Context: an optimization exercise on an open-source flow, tuned for small area and a short achievable clock period. The choices shown serve that exercise and are no tape-out recipe. Where RTL was checked, it was by simulation tests only, not by an equivalence proof against the original. Power is estimated from default activity; no workload was simulated.

==> 04-06: inputs <==
==> flow/design.v <==
`timescale 1ns / 1ps
module Main(
    input clk,
    input [7:0] instruction,
    input reset,
    output [7:0] ReadAddress,
    output [6:0] seg_ten,
    output [6:0] seg_one,
    output led
    );
  wire [1:0] op = instruction[7:6];
  wire [1:0] rs = instruction[5:4];
  wire [1:0] rt = instruction[3:2];
  wire [1:0] x  = instruction[1:0];
  wire [7:0] imm = {{7{x[1]}}, x[0]};
  wire is_add  = (op == 2'b00);
  wire is_lw   = (op == 2'b01);
  wire is_sw   = (op == 2'b10);
  wire is_jump = (op == 2'b11);
  wire [3:0] rsd = {rs == 2'd3, rs == 2'd2, rs == 2'd1, rs == 2'd0};
  wire [3:0] rtd = {rt == 2'd3, rt == 2'd2, rt == 2'd1, rt == 2'd0};
  wire [3:0] xd  = {x == 2'd3, x == 2'd2, x == 2'd1, x == 2'd0};
  wire [3:0] xd_lw = xd & {4{is_lw}};
  wire [3:0] xd_sw = xd & {4{is_sw}};
  reg [7:0] R0, R1, R2, R3;
  wire [7:0] A, B, HA;
  wire [3:0] LA;
  genvar b, i, g;
  generate
    for (b = 0; b < 8; b = b + 1) begin : rdport
      cpu_ao4 ua (.s(rsd), .d({R3[b], R2[b], R1[b], R0[b]}), .y(A[b]));
      cpu_ao4 ub (.s(rtd), .d({R3[b], R2[b], R1[b], R0[b]}), .y(B[b]));
      cpu_ao4 uh (.s(rsd), .d({R3[4:2] == b, R2[4:2] == b, R1[4:2] == b, R0[4:2] == b}), .y(HA[b]));
    end
    for (b = 0; b < 4; b = b + 1) begin : rdlo
      cpu_ao4 ul (.s(rsd), .d({R3[1:0] == b, R2[1:0] == b, R1[1:0] == b, R0[1:0] == b}), .y(LA[b]));
    end
  endgenerate
  wire [7:0] sum_ab, sum_ai;
  cpu_add8 u_addab (.a(A), .b(B), .s(sum_ab));        
  cpu_addimm u_addai (.a(A), .x(x), .s(sum_ai));      
  wire [3:0] lo_rd, lo_wr;
  generate
    for (b = 0; b < 4; b = b + 1) begin : lsel
      cpu_ao4 ur (.s(xd_lw), .d({LA[(b + 1) % 4], LA[(b + 2) % 4], LA[(b + 3) % 4], LA[b]}), .y(lo_rd[b]));
      cpu_ao4 uw (.s(xd_sw), .d({LA[(b + 1) % 4], LA[(b + 2) % 4], LA[(b + 3) % 4], LA[b]}), .y(lo_wr[b]));
    end
  endgenerate
  wire c2, c2_a, c2_b;
  cpu_aoi22 u_c2a (.a1(x == 2'd3), .a2(LA[1]), .b1(x[1]), .b2(LA[2]), .y(c2_a));
  cpu_nand2 u_c2b (.a(x != 2'd0), .b(LA[3]), .y(c2_b));
  cpu_nand2 u_c2 (.a(c2_a), .b(c2_b), .y(c2));
  wire [7:0] hc0 = x[1] ? {HA[0], HA[7:1]} : HA;
  wire [7:0] hc1 = x[1] ? HA : {HA[6:0], HA[7]};
  wire [7:0] hi;
  generate
    for (b = 0; b < 8; b = b + 1) begin : hsel
      cpu_mux2 u (.s(c2), .a(hc0[b]), .b(hc1[b]), .y(hi[b]));
    end
  endgenerate
  reg [7:0] M [0:31];
  wire [7:0] alu = is_sw ? sum_ai : sum_ab;
  wire [7:0] alu_nlw = alu & {8{~is_lw}};
  wire [7:0] W;
  generate
    for (b = 0; b < 8; b = b + 1) begin : rdmem
      wire [7:0] grp;
      for (g = 0; g < 8; g = g + 1) begin : gr
        cpu_ao4 u (.s(lo_rd), .d({M[4*g+3][b], M[4*g+2][b], M[4*g+1][b], M[4*g][b]}), .y(grp[g]));
      end
      cpu_ao8p1 u (.s(hi), .d(grp), .e(alu_nlw[b]), .y(W[b]));
    end
  endgenerate
  wire [3:0] rwe;
  assign rwe[0] = (is_add & (x == 2'd0)) | (is_lw & (rt == 2'd0));
  assign rwe[1] = (is_add & (x == 2'd1)) | (is_lw & (rt == 2'd1));
  assign rwe[2] = (is_add & (x == 2'd2)) | (is_lw & (rt == 2'd2));
  assign rwe[3] = (is_add & (x == 2'd3)) | (is_lw & (rt == 2'd3));
  always @(posedge clk or posedge reset) begin
    if (reset) begin
      R0 <= 8'd0; R1 <= 8'd0; R2 <= 8'd0; R3 <= 8'd0;
    end else begin
      if (rwe[0]) R0 <= W;
      if (rwe[1]) R1 <= W;
      if (rwe[2]) R2 <= W;
      if (rwe[3]) R3 <= W;
    end
  end
  generate
    for (i = 0; i < 32; i = i + 1) begin : mw
      always @(posedge clk or posedge reset)
        if (reset) M[i] <= (i <= 16) ? (i % 16) : (272 - i);
        else if (hi[i / 4] & lo_wr[i % 4]) M[i] <= B;
    end
  endgenerate
  reg [7:0] PC;
  always @(posedge clk or posedge reset) begin
    if (reset) PC <= 8'd0;
    else PC <= PC + 8'd1 + (is_jump ? imm : 8'd0);
  end
  assign ReadAddress = PC;
  assign led = reset;
  cpu_seg7 u_ten (.v(W[7:4]), .seg(seg_ten));
  cpu_seg7 u_one (.v(W[3:0]), .seg(seg_one));
endmodule
module cpu_ao4(input [3:0] s, input [3:0] d, output y);
  assign y = |(s & d);
endmodule
module cpu_ao8p1(input [7:0] s, input [7:0] d, input e, output y);
  assign y = |(s & d) | e;
endmodule
module cpu_add8(input [7:0] a, input [7:0] b, output [7:0] s);
  assign s = a + b;
endmodule
module cpu_addimm(input [7:0] a, input [1:0] x, output [7:0] s);
  assign s = a + {{7{x[1]}}, x[0]};
endmodule
module cpu_aoi22(input a1, input a2, input b1, input b2, output y);
  assign y = ~((a1 & a2) | (b1 & b2));
endmodule
module cpu_nand2(input a, input b, output y);
  assign y = ~(a & b);
endmodule
module cpu_mux2(input s, input a, input b, output y);
  assign y = s ? b : a;
endmodule
module cpu_seg7(input [3:0] v, output reg [6:0] seg);
  always @* begin
    case (v)
      4'h0: seg = 7'b0111111;
      4'h1: seg = 7'b0000110;
      4'h2: seg = 7'b1011011;
      4'h3: seg = 7'b1001111;
      4'h4: seg = 7'b1100110;
      4'h5: seg = 7'b1101101;
      4'h6: seg = 7'b1111101;
      4'h7: seg = 7'b0000111;
      4'h8: seg = 7'b1111111;
      4'h9: seg = 7'b1101111;
      4'hA: seg = 7'b1110111;
      4'hB: seg = 7'b1011110;
      4'hC: seg = 7'b0111001;
      4'hD: seg = 7'b1001110;
      4'hE: seg = 7'b1111001;
      default: seg = 7'b1110001;
    endcase
  end
endmodule
==> flow/run.sh <==
#!/bin/bash
# synth_recipe.tcl (not shown) runs the flow's synth.tcl, then flattens the netlist and writes it again
# the make line also repeats each setting of config.mk as NAME=value (left out here)
make -C /OpenROAD-flow-scripts/flow DESIGN_CONFIG=/design/flow/config.mk WORK_HOME=/design/flow/orfs CLKGATE_MAP_FILE= SYNTH_SCRIPT=/design/flow/synth_recipe.tcl finish
==> flow/config.mk <==
export PLATFORM = sky130hd
export DESIGN_NAME = Main
export DESIGN_NICKNAME = Main
export VERILOG_FILES = /design/flow/design.v
export SDC_FILE = /design/flow/constraint.sdc
export NUM_CORES = 4
export LEC_CHECK = 0
export CAP_MARGIN = 20
export CORE_MARGIN = 2
export CORE_UTILIZATION = 55
export CTS_BUF_LIST = sky130_fd_sc_hd__clkbuf_8
export CTS_CLUSTER_DIAMETER = 100
export CTS_CLUSTER_SIZE = 16
export SETUP_SLACK_MARGIN = 2.0
export SLEW_MARGIN = 20
export SYNTH_HIERARCHICAL = 1
==> flow/constraint.sdc <==
create_clock -name core_clock -period 9.0 [get_ports {clk}]
set_input_delay 1.8000 -clock core_clock [delete_from_list [all_inputs] [get_ports {clk}]]
set_output_delay 1.8000 -clock core_clock [all_outputs]
set_load 0.01 [all_outputs]
==> inputs of 11-02, as changes to 04-06 <==
--- a/flow/design.v
+++ b/flow/design.v
@@ -21,2 +21,4 @@
   wire [3:0] rtd = {rt == 2'd3, rt == 2'd2, rt == 2'd1, rt == 2'd0};
+  wire [3:0] rsd_alu = rsd & {4{~is_lw}};
+  wire b_en = is_add | is_jump;
   wire [3:0] xd  = {x == 2'd3, x == 2'd2, x == 2'd1, x == 2'd0};
@@ -25,3 +27,3 @@
   reg [7:0] R0, R1, R2, R3;
-  wire [7:0] A, B, HA;
+  wire [7:0] A, B, B2, BI, HA;
   wire [3:0] LA;
@@ -30,4 +32,6 @@
     for (b = 0; b < 8; b = b + 1) begin : rdport
-      cpu_ao4 ua (.s(rsd), .d({R3[b], R2[b], R1[b], R0[b]}), .y(A[b]));
+      cpu_ao4 ua (.s(rsd_alu), .d({R3[b], R2[b], R1[b], R0[b]}), .y(A[b]));
       cpu_ao4 ub (.s(rtd), .d({R3[b], R2[b], R1[b], R0[b]}), .y(B[b]));
+      cpu_ao4 ub2 (.s(rtd), .d({R3[b], R2[b], R1[b], R0[b]}), .y(B2[b]));
+      cpu_a21o ubi (.a1(B2[b]), .a2(b_en), .b1(is_sw & imm[b]), .x(BI[b]));
       cpu_ao4 uh (.s(rsd), .d({R3[4:2] == b, R2[4:2] == b, R1[4:2] == b, R0[4:2] == b}), .y(HA[b]));
@@ -38,9 +42,11 @@
   endgenerate
-  wire [7:0] sum_ab, sum_ai;
-  cpu_add8 u_addab (.a(A), .b(B), .s(sum_ab));        
-  cpu_addimm u_addai (.a(A), .x(x), .s(sum_ai));      
-  wire [3:0] lo_rd, lo_wr;
+  wire [7:0] sum;
+  cpu_add8 u_add (.a(A), .b(BI), .s(sum));
+  wire [3:0] lo_rd [0:3];
+  wire [3:0] lo_wr;
   generate
     for (b = 0; b < 4; b = b + 1) begin : lsel
-      cpu_ao4 ur (.s(xd_lw), .d({LA[(b + 1) % 4], LA[(b + 2) % 4], LA[(b + 3) % 4], LA[b]}), .y(lo_rd[b]));
+      for (g = 0; g < 4; g = g + 1) begin : cp
+        cpu_ao4 ur (.s(xd_lw), .d({LA[(b + 1) % 4], LA[(b + 2) % 4], LA[(b + 3) % 4], LA[b]}), .y(lo_rd[g][b]));
+      end
       cpu_ao4 uw (.s(xd_sw), .d({LA[(b + 1) % 4], LA[(b + 2) % 4], LA[(b + 3) % 4], LA[b]}), .y(lo_wr[b]));
@@ -54,3 +60,3 @@
   wire [7:0] hc1 = x[1] ? HA : {HA[6:0], HA[7]};
-  wire [7:0] hi;
+  wire [7:0] hi, hi_wr;
   generate
@@ -58,2 +64,3 @@
       cpu_mux2 u (.s(c2), .a(hc0[b]), .b(hc1[b]), .y(hi[b]));
+      cpu_mux2 uw (.s(c2), .a(hc0[b]), .b(hc1[b]), .y(hi_wr[b]));    
     end
@@ -61,4 +68,3 @@
   reg [7:0] M [0:31];
-  wire [7:0] alu = is_sw ? sum_ai : sum_ab;
-  wire [7:0] alu_nlw = alu & {8{~is_lw}};
+  wire [7:0] alu_nlw = sum;
   wire [7:0] W;
@@ -68,5 +74,10 @@
       for (g = 0; g < 8; g = g + 1) begin : gr
-        cpu_ao4 u (.s(lo_rd), .d({M[4*g+3][b], M[4*g+2][b], M[4*g+1][b], M[4*g][b]}), .y(grp[g]));
+        cpu_ao4 u (.s(lo_rd[b / 2]), .d({M[4*g+3][b], M[4*g+2][b], M[4*g+1][b], M[4*g][b]}), .y(grp[g]));
       end
-      cpu_ao8p1 u (.s(hi), .d(grp), .e(alu_nlw[b]), .y(W[b]));
+      wire [3:0] t;
+      cpu_aoi22 u0 (.a1(hi[0]), .a2(grp[0]), .b1(hi[1]), .b2(grp[1]), .y(t[0]));
+      cpu_aoi22 u1 (.a1(hi[2]), .a2(grp[2]), .b1(hi[3]), .b2(grp[3]), .y(t[1]));
+      cpu_aoi22 u2 (.a1(hi[4]), .a2(grp[4]), .b1(hi[5]), .b2(grp[5]), .y(t[2]));
+      cpu_aoi221 u3 (.a1(hi[6]), .a2(grp[6]), .b1(hi[7]), .b2(grp[7]), .c(alu_nlw[b]), .y(t[3]));
+      cpu_nand4 us (.a(t[0]), .b(t[1]), .c(t[2]), .d(t[3]), .y(W[b]));
     end
@@ -92,3 +103,3 @@
         if (reset) M[i] <= (i <= 16) ? (i % 16) : (272 - i);
-        else if (hi[i / 4] & lo_wr[i % 4]) M[i] <= B;
+        else if (hi_wr[i / 4] & lo_wr[i % 4]) M[i] <= B;
     end
@@ -108,10 +119,55 @@
 endmodule
-module cpu_ao8p1(input [7:0] s, input [7:0] d, input e, output y);
-  assign y = |(s & d) | e;
+module cpu_ao4p1(input [3:0] s, input [3:0] d, input e, output y);
+  wire t0, t1;
+  cpu_aoi22 u0 (.a1(s[0]), .a2(d[0]), .b1(s[1]), .b2(d[1]), .y(t0));
+  cpu_aoi221 u1 (.a1(s[2]), .a2(d[2]), .b1(s[3]), .b2(d[3]), .c(e), .y(t1));
+  cpu_nand2 u2 (.a(t0), .b(t1), .y(y));
 endmodule
 module cpu_add8(input [7:0] a, input [7:0] b, output [7:0] s);
-  assign s = a + b;
-endmodule
-module cpu_addimm(input [7:0] a, input [1:0] x, output [7:0] s);
-  assign s = a + {{7{x[1]}}, x[0]};
+  wire [7:0] p, g;
+  wire [7:1] c;
+  genvar i;
+  generate
+    for (i = 0; i < 8; i = i + 1) begin : pg
+      cpu_xor2 up (.a(a[i]), .b(b[i]), .y(p[i]));
+      cpu_and2 ug (.a(a[i]), .b(b[i]), .y(g[i]));
+    end
+  endgenerate
+  cpu_carry uc (.g(g[6:0]), .p(p[6:0]), .c(c));
+  assign s[0] = p[0];
+  generate
+    for (i = 1; i < 8; i = i + 1) begin : sm
+      cpu_xor2 us (.a(p[i]), .b(c[i]), .y(s[i]));
+    end
+  endgenerate
+endmodule
+module cpu_xor2(input a, input b, output y);
+  assign y = a ^ b;
+endmodule
+module cpu_and2(input a, input b, output y);
+  assign y = a & b;
+endmodule
+module cpu_carry(input [6:0] g, input [6:0] p, output [7:1] c);
+  wire g10 = g[1] | (p[1] & g[0]);
+  wire g32 = g[3] | (p[3] & g[2]);
+  wire p32 = p[3] & p[2];
+  wire g54 = g[5] | (p[5] & g[4]);
+  wire p54 = p[5] & p[4];
+  wire g20 = g[2] | (p[2] & g10);
+  wire g30 = g32 | (p32 & g10);
+  wire g64 = g[6] | (p[6] & g54);
+  wire p64 = p[6] & p54;
+  wire g40 = g[4] | (p[4] & g30);
+  wire g50 = g54 | (p54 & g30);
+  wire g60 = g64 | (p64 & g30);
+  assign c = {g60, g50, g40, g30, g20, g10, g[0]};
+endmodule
+module cpu_a21o(input a1, input a2, input b1, output x);
+  assign x = (a1 & a2) | b1;
+endmodule
+module cpu_aoi221(input a1, input a2, input b1, input b2, input c, output y);
+  assign y = ~((a1 & a2) | (b1 & b2) | c);
+endmodule
+module cpu_nand4(input a, input b, input c, input d, output y);
+  assign y = ~(a & b & c & d);
 endmodule
Settings changed: CAP_MARGIN 20 to 5, CTS_CLUSTER_SIZE 16 to 12, SETUP_SLACK_MARGIN 2.0 to 2.3, SLEW_MARGIN 20 to 5, TNS_END_PERCENT set to 0.
==> inputs of 03-08, as changes to 04-06 <==
--- a/flow/design.v
+++ b/flow/design.v
@@ -21,2 +21,4 @@
   wire [3:0] rtd = {rt == 2'd3, rt == 2'd2, rt == 2'd1, rt == 2'd0};
+  wire [3:0] rsd_alu = rsd & {4{~is_lw}};
+  wire [3:0] rtd_alu = rtd & {4{is_add | is_jump}};
   wire [3:0] xd  = {x == 2'd3, x == 2'd2, x == 2'd1, x == 2'd0};
@@ -25,3 +27,3 @@
   reg [7:0] R0, R1, R2, R3;
-  wire [7:0] A, B, HA;
+  wire [7:0] A, B, BI, HA;
   wire [3:0] LA;
@@ -30,4 +32,5 @@
     for (b = 0; b < 8; b = b + 1) begin : rdport
-      cpu_ao4 ua (.s(rsd), .d({R3[b], R2[b], R1[b], R0[b]}), .y(A[b]));
+      cpu_ao4 ua (.s(rsd_alu), .d({R3[b], R2[b], R1[b], R0[b]}), .y(A[b]));
       cpu_ao4 ub (.s(rtd), .d({R3[b], R2[b], R1[b], R0[b]}), .y(B[b]));
+      cpu_ao4p1 ubi (.s(rtd_alu), .d({R3[b], R2[b], R1[b], R0[b]}), .e(is_sw & imm[b]), .y(BI[b]));
       cpu_ao4 uh (.s(rsd), .d({R3[4:2] == b, R2[4:2] == b, R1[4:2] == b, R0[4:2] == b}), .y(HA[b]));
@@ -38,5 +41,4 @@
   endgenerate
-  wire [7:0] sum_ab, sum_ai;
-  cpu_add8 u_addab (.a(A), .b(B), .s(sum_ab));        
-  cpu_addimm u_addai (.a(A), .x(x), .s(sum_ai));      
+  wire [7:0] sum;
+  cpu_add8 u_add (.a(A), .b(BI), .s(sum));
   wire [3:0] lo_rd, lo_wr;
@@ -61,5 +63,4 @@
   reg [7:0] M [0:31];
-  wire [7:0] alu = is_sw ? sum_ai : sum_ab;
-  wire [7:0] alu_nlw = alu & {8{~is_lw}};
-  wire [7:0] W;
+  wire [7:0] alu_nlw = sum;
+  wire [7:0] W, Wr;
   generate
@@ -70,3 +71,9 @@
       end
-      cpu_ao8p1 u (.s(hi), .d(grp), .e(alu_nlw[b]), .y(W[b]));
+      wire [3:0] t;
+      cpu_aoi22 u0 (.a1(hi[0]), .a2(grp[0]), .b1(hi[1]), .b2(grp[1]), .y(t[0]));
+      cpu_aoi22 u1 (.a1(hi[2]), .a2(grp[2]), .b1(hi[3]), .b2(grp[3]), .y(t[1]));
+      cpu_aoi22 u2 (.a1(hi[4]), .a2(grp[4]), .b1(hi[5]), .b2(grp[5]), .y(t[2]));
+      cpu_aoi221 u3 (.a1(hi[6]), .a2(grp[6]), .b1(hi[7]), .b2(grp[7]), .c(alu_nlw[b]), .y(t[3]));
+      cpu_nand4 us (.a(t[0]), .b(t[1]), .c(t[2]), .d(t[3]), .y(W[b]));
+      cpu_nand4r ur (.a(t[0]), .b(t[1]), .c(t[2]), .d(t[3]), .y(Wr[b]));
     end
@@ -82,6 +89,6 @@
     end else begin
-      if (rwe[0]) R0 <= W;
-      if (rwe[1]) R1 <= W;
-      if (rwe[2]) R2 <= W;
-      if (rwe[3]) R3 <= W;
+      if (rwe[0]) R0 <= Wr;
+      if (rwe[1]) R1 <= Wr;
+      if (rwe[2]) R2 <= Wr;
+      if (rwe[3]) R3 <= Wr;
     end
@@ -108,4 +115,7 @@
 endmodule
-module cpu_ao8p1(input [7:0] s, input [7:0] d, input e, output y);
-  assign y = |(s & d) | e;
+module cpu_ao4p1(input [3:0] s, input [3:0] d, input e, output y);
+  wire t0, t1;
+  cpu_aoi22 u0 (.a1(s[0]), .a2(d[0]), .b1(s[1]), .b2(d[1]), .y(t0));
+  cpu_aoi221 u1 (.a1(s[2]), .a2(d[2]), .b1(s[3]), .b2(d[3]), .c(e), .y(t1));
+  cpu_nand2 u2 (.a(t0), .b(t1), .y(y));
 endmodule
@@ -114,4 +124,10 @@
 endmodule
-module cpu_addimm(input [7:0] a, input [1:0] x, output [7:0] s);
-  assign s = a + {{7{x[1]}}, x[0]};
+module cpu_aoi221(input a1, input a2, input b1, input b2, input c, output y);
+  assign y = ~((a1 & a2) | (b1 & b2) | c);
+endmodule
+module cpu_nand4(input a, input b, input c, input d, output y);
+  assign y = ~(a & b & c & d);
+endmodule
+module cpu_nand4r(input a, input b, input c, input d, output y);
+  assign y = ~(a & b & c & d);
 endmodule
Settings changed: CORE_UTILIZATION 55 to 70, CTS_CLUSTER_SIZE 16 to 12, SETUP_SLACK_MARGIN 2.0 to 2.5.
==> inputs of 07-09, as changes to 04-06 <==
--- a/flow/design.v
+++ b/flow/design.v
@@ -21,2 +21,3 @@
   wire [3:0] rtd = {rt == 2'd3, rt == 2'd2, rt == 2'd1, rt == 2'd0};
+  wire [3:0] rtd_nsw = rtd & {4{~is_sw}};
   wire [3:0] xd  = {x == 2'd3, x == 2'd2, x == 2'd1, x == 2'd0};
@@ -25,3 +26,3 @@
   reg [7:0] R0, R1, R2, R3;
-  wire [7:0] A, B, HA;
+  wire [7:0] A, B, BI, HA;
   wire [3:0] LA;
@@ -32,2 +33,3 @@
       cpu_ao4 ub (.s(rtd), .d({R3[b], R2[b], R1[b], R0[b]}), .y(B[b]));
+      cpu_ao4p1 ubi (.s(rtd_nsw), .d({R3[b], R2[b], R1[b], R0[b]}), .e(is_sw & imm[b]), .y(BI[b]));
       cpu_ao4 uh (.s(rsd), .d({R3[4:2] == b, R2[4:2] == b, R1[4:2] == b, R0[4:2] == b}), .y(HA[b]));
@@ -38,5 +40,4 @@
   endgenerate
-  wire [7:0] sum_ab, sum_ai;
-  cpu_add8 u_addab (.a(A), .b(B), .s(sum_ab));        
-  cpu_addimm u_addai (.a(A), .x(x), .s(sum_ai));      
+  wire [7:0] sum;
+  cpu_add8 u_add (.a(A), .b(BI), .s(sum));
   wire [3:0] lo_rd, lo_wr;
@@ -61,5 +62,4 @@
   reg [7:0] M [0:31];
-  wire [7:0] alu = is_sw ? sum_ai : sum_ab;
-  wire [7:0] alu_nlw = alu & {8{~is_lw}};
-  wire [7:0] W;
+  wire [7:0] alu_nlw = sum & {8{~is_lw}};
+  wire [7:0] W, Wr;
   generate
@@ -70,3 +70,9 @@
       end
-      cpu_ao8p1 u (.s(hi), .d(grp), .e(alu_nlw[b]), .y(W[b]));
+      wire [3:0] t;
+      cpu_aoi22 u0 (.a1(hi[0]), .a2(grp[0]), .b1(hi[1]), .b2(grp[1]), .y(t[0]));
+      cpu_aoi22 u1 (.a1(hi[2]), .a2(grp[2]), .b1(hi[3]), .b2(grp[3]), .y(t[1]));
+      cpu_aoi22 u2 (.a1(hi[4]), .a2(grp[4]), .b1(hi[5]), .b2(grp[5]), .y(t[2]));
+      cpu_aoi221 u3 (.a1(hi[6]), .a2(grp[6]), .b1(hi[7]), .b2(grp[7]), .c(alu_nlw[b]), .y(t[3]));
+      cpu_nand4 us (.a(t[0]), .b(t[1]), .c(t[2]), .d(t[3]), .y(W[b]));
+      cpu_nand4r ur (.a(t[0]), .b(t[1]), .c(t[2]), .d(t[3]), .y(Wr[b]));
     end
@@ -82,6 +88,6 @@
     end else begin
-      if (rwe[0]) R0 <= W;
-      if (rwe[1]) R1 <= W;
-      if (rwe[2]) R2 <= W;
-      if (rwe[3]) R3 <= W;
+      if (rwe[0]) R0 <= Wr;
+      if (rwe[1]) R1 <= Wr;
+      if (rwe[2]) R2 <= Wr;
+      if (rwe[3]) R3 <= Wr;
     end
@@ -108,4 +114,7 @@
 endmodule
-module cpu_ao8p1(input [7:0] s, input [7:0] d, input e, output y);
-  assign y = |(s & d) | e;
+module cpu_ao4p1(input [3:0] s, input [3:0] d, input e, output y);
+  wire t0, t1;
+  cpu_aoi22 u0 (.a1(s[0]), .a2(d[0]), .b1(s[1]), .b2(d[1]), .y(t0));
+  cpu_aoi221 u1 (.a1(s[2]), .a2(d[2]), .b1(s[3]), .b2(d[3]), .c(e), .y(t1));
+  cpu_nand2 u2 (.a(t0), .b(t1), .y(y));
 endmodule
@@ -114,4 +123,10 @@
 endmodule
-module cpu_addimm(input [7:0] a, input [1:0] x, output [7:0] s);
-  assign s = a + {{7{x[1]}}, x[0]};
+module cpu_aoi221(input a1, input a2, input b1, input b2, input c, output y);
+  assign y = ~((a1 & a2) | (b1 & b2) | c);
+endmodule
+module cpu_nand4(input a, input b, input c, input d, output y);
+  assign y = ~(a & b & c & d);
+endmodule
+module cpu_nand4r(input a, input b, input c, input d, output y);
+  assign y = ~(a & b & c & d);
 endmodule
Settings changed: CTS_BUF_LIST sky130_fd_sc_hd__clkbuf_8 to not set, CTS_CLUSTER_DIAMETER 100 to not set, CTS_CLUSTER_SIZE 16 to not set.
==> impl_results.md <==
* Int Pwr at between 3 and 4 mW
* Die Y at between 150 and 200 µm
* Clock-cell share at 2.04%
* Inverters at 23
* Worst path depth at 17
* Outcome: complete, no violations
* Placeable core area at between 20000 and 30000 µm²
* Synth Cell Area at 15700 µm²
* GRT Util Overall at between 20 and 30%
* Post-synthesis compound-gate area fraction at between 10% and 20%
* Fin worst setup slack at just under 2000 ps
* Crit path max-delay family: compound AO/OA/AOI/OAI gates
* Non-clk buf share at between 8 and 9%
-- figures above: 04-06

==> impl_results.md <==
* Fin worst setup slack at around 2300 ps
* Clock-cell share at approximately 2.6%
* Max stage delay on crit path at 260 ps
* Die Y at ~170 µm
* Synth Cell Area at between 15000 and 20000 µm²
* Non-clk buf share at approximately 6.8%
* GRT Util Overall at roughly 30%
* Placeable core area at ~29000 µm²
* Worst path depth at 20
* Post-synthesis compound-gate area fraction at between 10% and 20%
* Outcome: complete, no violations
* Inverters at 19
-- figures above: 11-02

==> impl_results.md <==
* Crit path max-delay family: compound AO/OA/AOI/OAI gates
* Non-clk buf share at 9.03%
* Post-synthesis compound-gate area fraction at between 10% and 20%
* Outcome: complete, no violations
* GRT Util Overall at between 40% and 50%
* TAP cells at 280
* Worst path depth at 21
* Die Y at about 150 µm
* Int Pwr at ~3.7 mW
* Clock Latency Late Sink at 640 ps
* Top FF cell, synth: dfrtp_1
* Synth Cell Area at between 15000 and 20000 µm²
* Fin worst setup slack at 1900 ps
-- figures above: 03-08

==> impl_results.md <==
* Commonest cells post-synth: mux2_2, a22oi_1, dfrtp_1, nand2_1, dfstp_2
* Non-clk buf share at approximately 7.5%
* Synth Cell Area at about 16000 µm²
* Die Y at roughly 170 µm
* Fin worst setup slack at 2020 ps
* Placeable core area at around 28000 µm²
* Outcome: complete, no violations
* Int Pwr at between 3 and 4 mW
* Switching power total at roughly 2.3 mW
* Post-synthesis compound-gate area fraction at 16.0%
* Worst R2R Start: R2[1]
* WHS Path Cells at 1
* Final wirelength at 44.9 mm
* Crit path max-delay family: simple AND/OR/NAND/NOR gates
* Largest net degree at the start of global routing at between 100 and 150
-- figures above: 07-09

For 04-06 and 07-09, only the layout was checked, not whether the RTL still works.

## port drivers added, routing unchanged
The flow's constraints put no driver on any port. The routed layouts listed below were extracted and timed again, unchanged, in two steps. Step 1 assumes that a clkbuf_16 drives the clock port and a buf_2 every other input. Step 2 times the ports against the registers' clock, not the clock port: input delays grow and output delays shrink by t, the midpoint of the rising clock arrivals with the driver on. Slacks: ideal / step 1 / step 2; pairs: ideal / step 1.
run | shift t [ns] | setup slack, ns | hold slack, ns | cell pins on the clock port's net
04-06 | 0.625 | 1.987 / 1.952 / 1.952 | 0.480 / 0.480 / 0.480 | 1
11-02 | 0.634 | 2.281 / 2.223 / 2.223 | 0.475 / 0.475 / 0.475 | 1
03-08 | 0.668 | 1.902 / 1.853 / 1.616 | 0.470 / 0.470 / 0.470 | 1
07-09 | 0.562 | 2.015 / 1.974 / 1.974 | 0.468 / 0.468 / 0.468 | 1
After both steps every run listed still meets setup and hold. The setup slack of 03-08, which loses most, moves by -0.049 ns with the drivers and by -0.286 ns with both steps.
